Context: an optimization exercise on an open-source flow, tuned for small area. The choices shown serve that exercise and are no tape-out recipe.
The RTL was checked by simulation tests, not by an equivalence proof against the original design.
No activity file was given, so power comes from the tool's default toggle rates.

### flow/config.mk
export PLATFORM = sky130hd
export DESIGN_NAME = clock
export DESIGN_NICKNAME = clock
export VERILOG_FILES = /design/flow/design.v
export SDC_FILE = /design/flow/constraint.sdc
export NUM_CORES = 4
export LEC_CHECK = 0
export CAP_MARGIN = 20
export CORE_MARGIN = 2
export CORE_UTILIZATION = 40
export SLEW_MARGIN = 20
### flow/constraint.sdc
create_clock -name core_clock -period 20.0 [get_ports {clk}]
set_input_delay 4.0000 -clock core_clock [delete_from_list [all_inputs] [get_ports {clk}]]
set_output_delay 4.0000 -clock core_clock [all_outputs]
set_load 0.01 [all_outputs]
### flow/design.v
module clock (
  input clk,
  input reset,
  input switch,
  output [6:0] led_a,
  output [6:0] led_b,
  output [6:0] led_c,
  output [6:0] led_d,
  output [6:0] led_e,
  output [6:0] led_f
);
reg [16:0] elapsed_seconds;
reg [7:0] current_second;
reg [7:0] current_minute;
reg [4:0] current_hour;
localparam CYCLES_PER_SECOND = 10;
reg [3:0] cycles;
reg [6:0] seg_data0;
reg [6:0] seg_data1;
reg [6:0] seg_data2;
reg [6:0] seg_data3;
reg [6:0] seg_data4;
reg [6:0] seg_data5;
always @ (posedge clk) begin
  if (reset == 0) begin
    cycles <= 0;
    elapsed_seconds <= (12 * 60 * 60) + (59 * 60);
  end
  else begin
    if (elapsed_seconds == 86_400)
      elapsed_seconds <= 0;
    if (cycles == CYCLES_PER_SECOND - 1) begin
      elapsed_seconds <= elapsed_seconds + 1;
      cycles <= 0;
    end
    else
      cycles <= cycles + 1;
  end
end
always @ (*) begin
  current_second = elapsed_seconds % 60;
  case (current_second % 10)
    0:
      seg_data0 = 7'b0000001;
    1:
      seg_data0 = 7'b1001111;
    2:
      seg_data0 = 7'b0010010;
    3:
      seg_data0 = 7'b0000110;
    4:
      seg_data0 = 7'b1001100;
    5:
      seg_data0 = 7'b0100100;
    6:
      seg_data0 = 7'b0100000;
    7:
      seg_data0 = 7'b0001111;
    8:
      seg_data0 = 7'b0000000;
    9:
      seg_data0 = 7'b0000100;
    default:
      seg_data0 = 7'b1111111;
  endcase
  case (current_second / 10)
    0:
      seg_data1 = 7'b0000001;
    1:
      seg_data1 = 7'b1001111;
    2:
      seg_data1 = 7'b0010010;
    3:
      seg_data1 = 7'b0000110;
    4:
      seg_data1 = 7'b1001100;
    5:
      seg_data1 = 7'b0100100;
    default:
      seg_data1 = 7'b1111111;
  endcase
  current_minute = (elapsed_seconds / 60) % 60;
  case (current_minute % 10)
    0:
      seg_data2 = 7'b0000001;
    1:
      seg_data2 = 7'b1001111;
    2:
      seg_data2 = 7'b0010010;
    3:
      seg_data2 = 7'b0000110;
    4:
      seg_data2 = 7'b1001100;
    5:
      seg_data2 = 7'b0100100;
    6:
      seg_data2 = 7'b0100000;
    7:
      seg_data2 = 7'b0001111;
    8:
      seg_data2 = 7'b0000000;
    9:
      seg_data2 = 7'b0000100;
    default:
      seg_data2 = 7'b1111111;
  endcase
  case (current_minute / 10)
    0:
      seg_data3 = 7'b0000001;
    1:
      seg_data3 = 7'b1001111;
    2:
      seg_data3 = 7'b0010010;
    3:
      seg_data3 = 7'b0000110;
    4:
      seg_data3 = 7'b1001100;
    5:
      seg_data3 = 7'b0100100;
    default:
      seg_data3 = 7'b1111111;
  endcase
  current_hour = (elapsed_seconds / 3_600) % 24;
  if (switch) begin  
    if (current_hour % 12 == 0)
      current_hour = 12;
    else
      current_hour = current_hour % 12;
  end
  case (current_hour % 10)
    0:
      seg_data4 = 7'b0000001;
    1:
      seg_data4 = 7'b1001111;
    2:
      seg_data4 = 7'b0010010;
    3:
      seg_data4 = 7'b0000110;
    4:
      seg_data4 = 7'b1001100;
    5:
      seg_data4 = 7'b0100100;
    6:
      seg_data4 = 7'b0100000;
    7:
      seg_data4 = 7'b0001111;
    8:
      seg_data4 = 7'b0000000;
    9:
      seg_data4 = 7'b0000100;
    default:
      seg_data4 = 7'b1111111;
  endcase
  case (current_hour / 10)
    0:
      seg_data5 = 7'b0000001;
    1:
      seg_data5 = 7'b1001111;
    2:
      seg_data5 = 7'b0010010;
    default:
      seg_data5 = 7'b1111111;
  endcase
end
assign led_a = seg_data0;
assign led_b = seg_data1;
assign led_c = seg_data2;
assign led_d = seg_data3;
assign led_e = seg_data4;
assign led_f = seg_data5;
endmodule
### flow/run.sh
#!/bin/bash
# synth_recipe.tcl (not shown) runs the flow's synth.tcl, then flattens the netlist and writes it again
# the make line also repeats each setting of config.mk as NAME=value (left out here)
make -C /OpenROAD-flow-scripts/flow DESIGN_CONFIG=/design/flow/config.mk WORK_HOME=/design/flow/orfs CLKGATE_MAP_FILE= SYNTH_SCRIPT=/design/flow/synth_recipe.tcl finish
==> qor.txt <==
Finished Layout Cells -> 1155
Worst Path Max Fanout -> 22
layout cell share with drive strength beyond 1 -> 9.904%
Multi-input gate area -> 5690 um2
post-CTS sizing -> 0
# hold bufs at CTS -> 0
reg2reg setup slack -> 17110 ps
area post-placement -> 6967 um2
hold depth -> 1
cts bufs inserted -> 3
Total GRT Usage -> 19.66%
Crit path top cell by count -> ha_1
Critical-path top delay cell -> dfxtp_1
Residual DRC -> 0
Root Buffer -> clkbuf_16
Worst-path clk slew -> 50 ps
count of pins over their slew limit -> 0
met2 Use GR -> 33.04%
Clock Sinks -> 21
htree depth -> 1
setup TNS -> 0 ps
Mapped Area -> 6520 um2
Crit Path Class -> register to primary output
critical path arrival -> 9470 ps
FILL cells -> 1656
Hold EP -> cycles[0]
Least-Margin Pin Slew -> 863.8 ps
Yosys reg bits -> 21
Initial Util -> 41.04%
CTS tree -> yes
Routed Antenna Nets -> 0
Reg-to-Reg Start -> elapsed_seconds[4]
period utilization -> 67.34%
met1 Usage GRT -> 28.44%
r2r endpoint -> elapsed_seconds[14]
Mapped Nets -> 978
Seq/Total Area, Yosys -> 6.448%
Synth async-reset ratio -> 0%
path depth of the worst reg2reg path -> 9
Rows -> 46
Pwr Density -> 16.32 nW/um2
Finished Cell Area -> 7051 um2
fmax -> 74.25 MHz
Distinct cells, synth -> 118
Total Power -> 115.1 uW
HP Start -> cycles[0]
vias in the first global route -> 6265
CP max stage delay -> 800 ps
Leak -> 2.626 nW
Setup Fix Bufs, Post-CTS -> 0
first-pass GRT wire length -> 30440 um
GR Overflow Total -> 0
core outline area -> 15890 um2
antenna violations before repair -> 0
Vias -> 7150
GR Util met3 -> 0.9645%
status -> no timing/DRC/antenna violations
max-cap violations -> 0
routability cong. -> 0.9016
Critical Path End Type -> primary output
ys flop type -> dfxtp_1
Final min period -> 13470 ps
synthesis warning total -> 1
worst path required time -> 16000 ps
clock skew -> 3.798 ps
Nets -> 978
worst vdd ir -> 0.04280 mV
DR pass1 iterations -> 5
Die Area -> 17340 um2
port bufs -> 44
DR WL/cell -> 15.46 um
Max-slew headroom -> 42.14%
# diodes -> 0
Worst Setup Start Kind -> register
P&R area growth vs syn -> 8.137%
Final setup viols -> 0
Vias per Instance -> 6.190
placed cells -> 1151
HP Class -> register to register
Post-Syn Instances -> 940
RSZ-0062 raised after global routing -> false
I/O Pins -> 45
grt peak-use layer -> met2
Die Y -> 131.7 um
synthesized area per cell -> 6.936 um2
fin util -> 44.38%
final hold vios -> 0
Starting DRT DRC Count -> 597
EDFF count, synth -> 0
register area -> 420.4 um2
worst skew pair latency -> 250 ps
die width -> 131.7 um
Final HPWL DP -> 13880 um
Max clock buf depth -> 2
total wire length -> 17860 um
largest net degree at the start of global routing -> 23
-- synthesized netlist by cell type (9+ instances only) --
library cell | count | share of area (%)
a211oi_1 | 23 | 2.6
a21o_1 | 10 | 1.2
a21oi_1 | 56 | 4.3
a31o_2 | 12 | 1.6
a31oi_1 | 14 | 1.3
and2_1 | 12 | 1.2
and3_1 | 14 | 1.3
buf_2 | 16 | 1.2
buf_4 | 10 | 1.2
clkbuf_1 | 19 | 1.1
dfxtp_1 | 21 | 6.4
ha_1 | 35 | 6.7
inv_1 | 37 | 2.1
mux2i_1 | 15 | 2.3
nand2_1 | 98 | 5.6
nand2b_1 | 11 | 1.1
nand3_1 | 49 | 3.8
nand4_1 | 12 | 1.2
nor2_1 | 90 | 5.2
nor3_1 | 28 | 2.1
o211ai_1 | 19 | 2.2
o21a_1 | 10 | 1.2
o21ai_0 | 51 | 3.9
o21ai_1 | 11 | 0.84
o21bai_1 | 10 | 1.2
o221ai_1 | 9 | 1.2
or3_1 | 10 | 0.96
xnor2_1 | 22 | 3.0
-- layout by cell type (no fill, tap or decap), types with 22 or more instances in the layout --
| cell type | n |
|---|---|
| nor2_1 | 90 |
| nand2_1 | 98 |
| a21oi_1 | 56 |
| clkdlybuf4s50_1 | 44 |
| xnor2_1 | 22 |
| a211oi_1 | 23 |
| nor3_1 | 28 |
| nand3_1 | 49 |
| o21ai_0 | 51 |
| inv_1 | 37 |
| ha_1 | 35 |
-- registers in the layout (all words and copies together) (netlist names) --
register,flops
cycles,4
elapsed_seconds,17
-- through the flow --
stage | setup slack [ps] | hold WS (ps)
floorplan | 8769 | 433.4
global placement | 6973 | 453.1
finish | 6533 | 460.5
CTS | 6540 | 469.0
detailed placement | 6845 | 456.2
global route | 5763 | 491.7
-- worst max-delay path by stage --
stage               slack [ps]                start  endpoint  depth (start not counted)
floorplan                 8770  elapsed_seconds[15]  led_c[2]                         29
global placement          6970  elapsed_seconds[16]  led_c[5]                         29
CTS                       6540  elapsed_seconds[16]  led_c[4]                         29
global route              5760  elapsed_seconds[16]  led_c[5]                         30
finish                    6530  elapsed_seconds[16]  led_c[6]                         30
detailed placement        6850  elapsed_seconds[16]  led_c[5]                         29
-- worst max-delay path: cells and delay by family (launching register included) --
| family | cells | cell delay (ps) |
|---|---|---|
| compound gates | 17 | 4340 |
| buf+inv | 2 | 560 |
| simple gates | 7 | 2250 |
| mux | 1 | 400 |
| flops | 1 | 800 |
| fa+ha+maj | 3 | 830 |
-- layer usage --
metal | vias up | wire length [um] | share of wire (%)
met1 | 3328 | 8860 | 50
met4 | 0 | 180 | 1.0
met5 | - | 0 | 0
li1 | 3590 | - | -
met2 | 211 | 8096 | 45
met3 | 21 | 723 | 4.0
-- power by group --
| group | total (mW) | leakage, nW | internal [mW] | switching [mW] |
|---|---|---|---|---|
| clock network | 0.0419 | 0.0382 | 0.0271 | 0.0148 |
| logic | 0.0302 | 2.42 | 0.0154 | 0.0148 |
| registers | 0.0429 | 0.170 | 0.0424 | 0.000549 |
| total | 0.115 | 2.63 | 0.0849 | 0.0302 |
-- layout make-up --
class / count / share of cell area, %
tap: 216 / 3.833
inverter: 40 / 2.130
timing repair buffer: 44 / 6.247
multi-input combinational: 830 / 80.71
clock buffer: 4 / 1.118
sequential: 21 / 5.963
-- cells by family after synthesis --
| family | count (synthesis) | share of synthesized area, % |
|---|---|---|
| AND/OR/NAND/NOR | 383 | 29.46 |
| XOR/XNOR | 30 | 4.375 |
| AO/OA/AOI/OAI | 347 | 40.11 |
| flip-flops | 21 | 6.448 |
| adder cells (fa/ha/maj) | 38 | 7.196 |
| multiplexers | 32 | 6.064 |
| buffers and inverters | 89 | 6.352 |

## separate check: timing with driven ports
Ports are ideal in the flow. The routed layout listed here was re-timed in OpenROAD.
Step 1 sets driving cells, clkbuf_16 on the clock port and buf_2 on the other inputs (assumed; they add their load-dependent delay and slew).
Step 2 times the ports against the registers' clock, not the clock port: input delays grow and output delays shrink by t, the midpoint of the rising clock arrivals with the driver on.
Three values: ideal ports, drivers, drivers and shift; two values: the first two.
t (ns): 0.280
setup WS [ns]: 6.533 / 6.502 / 6.782
hold slack, ns: 0.461 / 0.461 / 0.461
worst setup path after step 2: register to output
latest minus earliest clock arrival (ns): 0.004 / 0.003
After both steps this run still meets setup and hold. The setup slack of this run moves by -0.031 ns with the drivers and by +0.249 ns with both steps.
